Background: an optimization exercise with open tools, aiming at small area, a short achievable clock period and few clock cycles per item. Do not read the settings as production practice. Only simulation tests tie the RTL to the original design; equivalence was not proved.

==> run C <==
## des
module des(ck,rst,keyin,k,datin,p,e,f,ev,rdy);
    input   ck, keyin, datin;
    input   f;
    input   [64:1]  p, k;
    output  [64:1]  e;
    input   rst;
    output  ev, rdy;
    assign rdy = 1'b1;
    wire [56:1] kp = {k[4],k[12],k[20],k[28],k[5],k[13],k[21],k[29],k[37],k[45],k[53],k[61],k[6],k[14],k[22],k[30],k[38],k[46],k[54],k[62],k[7],k[15],k[23],k[31],k[39],k[47],k[55],k[63],k[36],k[44],k[52],k[60],k[3],k[11],k[19],k[27],k[35],k[43],k[51],k[59],k[2],k[10],k[18],k[26],k[34],k[42],k[50],k[58],k[1],k[9],k[17],k[25],k[33],k[41],k[49],k[57]};
    reg [56:1] ne, nd;
    always @(posedge ck) begin
        if (keyin) begin
            ne <= ~(kp & {56{f}});
            nd <= ~(kp & {56{~f}});
        end
    end
  ...
clock: 60.0 ns
lec_check: 0
abc_area: 1
cap_margin: 20
core_margin: 2
core_utilization: 65
cts_cluster_diameter: 100
cts_cluster_size: 24
slew_margin: 20
synth_hierarchical: 1
standard.sh (not shown) runs the stock make flow with config.mk's settings and CLKGATE_MAP_FILE= SYNTH_SCRIPT=/design/flow/synth_recipe.tcl, a recipe that flattens the netlist after the stock synthesis.
==> flow/flow/run.sh <==
#!/bin/bash
# Own flow: the standard layout (standard.sh), with two changes:
#  - synthesis maps combinational logic for area with ABC "strash; dch; map -a"
#    (flow/abc_own.script) and skips half-adder extraction; registers come out of the
#    standard synthesis steps unchanged;
#  - extra ORFS make variables from flow/make_args.txt (one NAME=value per line), for
#    example the cell used to buffer the ports.
set -euo pipefail
W=$PWD
rm -rf "$W/scripts_own"
cp -r "$FLOW_HOME/scripts" "$W/scripts_own"
cp "$W/flow/abc_own.script" "$W/scripts_own/abc_area.script"
ARGS=()
if [[ -f "$W/flow/make_args.txt" ]]; then
  while IFS= read -r line; do
    [[ -z "$line" || "$line" == \#* ]] && continue
    ARGS+=("$line")
  done < "$W/flow/make_args.txt"
fi
bash standard.sh synth SCRIPTS_DIR="$W/scripts_own" ABC_AREA=1 ADDER_MAP_FILE= "${ARGS[@]}" > "$W/own_synth.log" 2>&1
bash standard.sh finish "${ARGS[@]}" > "$W/own_layout.log" 2>&1
==> flow/flow/abc_own.script <==
strash
dch
map -a
topo
==> flow/flow/make_args.txt <==
BUFFER_PORTS_ARGS=-buffer_cell sky130_fd_sc_hd__buf_2
SETUP_SLACK_MARGIN=47
SYNTH_ARGS=-noabc
==> run D (differences from run C) <==
CORE_UTILIZATION = 60   (was 65)
CTS_BUF_LIST = sky130_fd_sc_hd__clkbuf_8   (was not set)
CTS_CLUSTER_DIAMETER = 80   (was 100)
CTS_CLUSTER_SIZE = 16   (was 24)
==> run K (differences from run C) <==
CORE_UTILIZATION = 60   (was 65)
CTS_CLUSTER_DIAMETER = 120   (was 100)
CTS_CLUSTER_SIZE = 32   (was 24)
==> comparison table <==
                                                run C      run K      run D
Global routing usage on met2                    81.0%      77.8%      77.2%
Die H                                          309 um     322 um     322 um
Seq/total area                                  14.9%      14.9%      15.0%
Via count of the first global-routing pass      72600      71800      71600
Number of gates resized after CTS                  27         29         27
Met3 WL                                      53600 um   51900 um   50300 um
Average routed wire per standard cell         24.7 um    25.1 um    24.9 um
Final worst setup slack                      46.83 ns   46.85 ns   46.70 ns
Antenna violations before repair                   17         16         16
Routed Wire Length                          295000 um  300000 um  299000 um
Area growth from synthesis to final layout      9.41%      9.39%      8.92%
Flip-flop and latch area                     9900 um2   9900 um2   9900 um2
Number of buffers created by CTS                   37         34         48
Outcome              no timing/DRC/antenna violations  no timing/DRC/antenna violations  no timing/DRC/antenna violations
Design Area, Final                          66300 um2  66300 um2  66000 um2
Testbench counts of run C, summed over its fixed seeds: cycles 4,256, items 4,096.
Testbench counts of run D, summed over its fixed seeds: cycles 4,256, items 4,096.
Testbench counts of run K, summed over its fixed seeds: cycles 4,256, items 4,096.


==> v27 <==
des, a different RTL version from the one above (not shown whole).
// des
module des(ck,rst,keyin,k,datin,p,e,f,ev,rdy);
    input   ck, keyin, datin;
    input   f;
    input   [64:1]  p, k;
    output  [64:1]  e;
    input   rst;
    output  ev, rdy;
    assign rdy = 1'b1;
    wire [56:1] kp = {k[4],k[12],k[20],k[28],k[5],k[13],k[21],k[29],k[37],k[45],k[53],k[61],k[6],k[14],k[22],k[30],k[38],k[46],k[54],k[62],k[7],k[15],k[23],k[31],k[39],k[47],k[55],k[63],k[36],k[44],k[52],k[60],k[3],k[11],k[19],k[27],k[35],k[43],k[51],k[59],k[2],k[10],k[18],k[26],k[34],k[42],k[50],k[58],k[1],k[9],k[17],k[25],k[33],k[41],k[49],k[57]};
    reg [56:1] ne, nd;
    always @(posedge ck) begin
        if (keyin) begin
            ne <= ~(kp & {56{f}});
            nd <= ~(kp & {56{~f}});
        end
    end
    wire [48:1] ka1 = {ne[33], ne[30], ne[37], ne[51], ne[43], ne[47], ne[54], ne[35], ne[29], ne[40], ne[50], ne[45], ne[49], ne[34], ne[46], ne[52], ne[41], ne[31], ne[56], ne[48], ne[38], ne[32], ne[53], ne[42], ne[3], ne[14], ne[21], ne[28], ne[8], ne[17], ne[9], ne[27], ne[5], ne[13], ne[20], ne[24], ne[11], ne[22], ne[7], ne[16], ne[1], ne[4], ne[6], ne[2], ne[25], ne[12], ne[18], ne[15]};
  ...
export LEC_CHECK = 0
export ABC_AREA = 1
export CAP_MARGIN = 20
export CORE_MARGIN = 2
export CORE_UTILIZATION = 60
export SLEW_MARGIN = 20
export SYNTH_HIERARCHICAL = 1
create_clock -name core_clock -period 60.0 [get_ports {ck}]
==> flow/flow/make_args.txt <==
BUFFER_PORTS_ARGS=-buffer_cell sky130_fd_sc_hd__buf_2
Scripts as last shown in full above: flow/flow/run.sh, flow/flow/abc_own.script
==> v4: changes against v27 <==
==> flow/flow/run.sh (replaced) <==
#!/bin/bash
# Own flow: the standard layout, with synthesis mapping combinational logic for area
# (ABC "strash; dch; map -a") and without half-adder extraction. Registers come out of the
# standard synthesis steps unchanged.
set -euo pipefail
W=$PWD
rm -rf "$W/scripts_own"
cp -r "$FLOW_HOME/scripts" "$W/scripts_own"
cp "$W/flow/abc_own.script" "$W/scripts_own/abc_area.script"
bash standard.sh synth SCRIPTS_DIR="$W/scripts_own" ABC_AREA=1 ADDER_MAP_FILE= > "$W/own_synth.log" 2>&1
bash standard.sh > "$W/own_layout.log" 2>&1
Settings changed: CORE_UTILIZATION 60 to 40.
removed: flow/flow/make_args.txt
==> v2: changes against v27 <==
Settings changed: CTS_CLUSTER_DIAMETER set to 100, CTS_CLUSTER_SIZE set to 24.
==> qor summary <==
Worst Path Class, Setup: v2 reg2reg; v27 reg2out; v4 reg2out
Maximum clock frequency: v2 75.0 MHz; v27 75.4 MHz; v4 73.2 MHz
Total placed cells including tap cells: v2 13.5k; v27 13.5k; v4 14.3k
Vias in the first global route: v2 79.6k; v27 80.0k; v4 77.6k
Fraction of area in clock buffers and inverters: v2 0.0197; v27 0.0252; v4 0.0274
Cell with the largest stage delay on the worst path: v2 o32ai_1; v27 dfxtp_1; v4 clkdlybuf4s50_1
Buffer count excluding the clock tree in the final layout: v2 349; v27 349; v4 408
Wire length the detailed router placed on met1: v2 102 mm; v27 102 mm; v4 129 mm
Final net count: v2 12.2k; v27 12.2k; v4 12.3k
Via density per instance: v2 6.69; v27 6.68; v4 6.04
Relative slew slack: v2 0.0427; v27 0.103; v4 0.119
Timing startpoint of the critical path: v2 ne[50]; v27 e[31]; v4 e[47]
Horizontal extent of the die: v2 338 um; v27 338 um; v4 413 um
Fraction of layout instances using a drive strength above 1: v2 0.0420; v27 0.0439; v4 0.0332
Met3 GRT Util: v2 0.257; v27 0.263; v4 0.0998
Final critical delay including setup and external delays: v2 13,340 ps; v27 13,260 ps; v4 13,650 ps
Total routed wirelength: v2 328 mm; v27 328 mm; v4 361 mm
Critical Path AT: v2 13,880 ps; v27 1260 ps; v4 1650 ps
Non-filler instance count after layout: v2 13.6k; v27 13.6k; v4 14.4k
Outcome: v2 finished clean; v27 finished clean; v4 finished clean
Tap cells: v2 1,488; v27 1,488; v4 2,204
Testbench counts of v27, summed over its fixed seeds: cycles 4,256, items 4,096.
Testbench counts of v4, summed over its fixed seeds: cycles 4,256, items 4,096.
Testbench counts of v2, summed over its fixed seeds: cycles 4,256, items 4,096.

[port drivers added, routing unchanged]
In the flow no input, the clock included, has a driving cell. The finished layouts below were timed again as built, in two steps. Step 1 assumes that a clkbuf_16 drives the clock port and a buf_2 every other input. Step 2 times the ports against the registers' clock, not the clock port: input delays grow and output delays shrink by t, the midpoint of the rising clock arrivals with the driver on. a / b / c = ideal ports / drivers / drivers and shift; a / b = the first two.
| run | t, ns | setup WS [ns] | clock arrival spread, ns |
|---|---|---|---|
| run C | 0.768 | 46.827 / 46.746 / 46.396 | 0.043 / 0.043 |
| run D | 0.909 | 46.704 / 46.623 / 46.353 | 0.072 / 0.072 |
| run K | 0.766 | 46.849 / 46.767 / 46.347 | 0.068 / 0.067 |
| v27 | 0.807 | 46.742 / 46.658 / 46.130 | 0.036 / 0.037 |
| v4 | 0.855 | 46.346 / 46.259 / 46.104 | 0.075 / 0.075 |
| v2 | 0.781 | 46.661 / 46.661 / 46.186 | 0.053 / 0.054 |
After both steps setup and hold are still met in every run listed. For v27, which loses most, drivers alone change the setup slack by -0.084 ns; drivers and shift together by -0.612 ns.
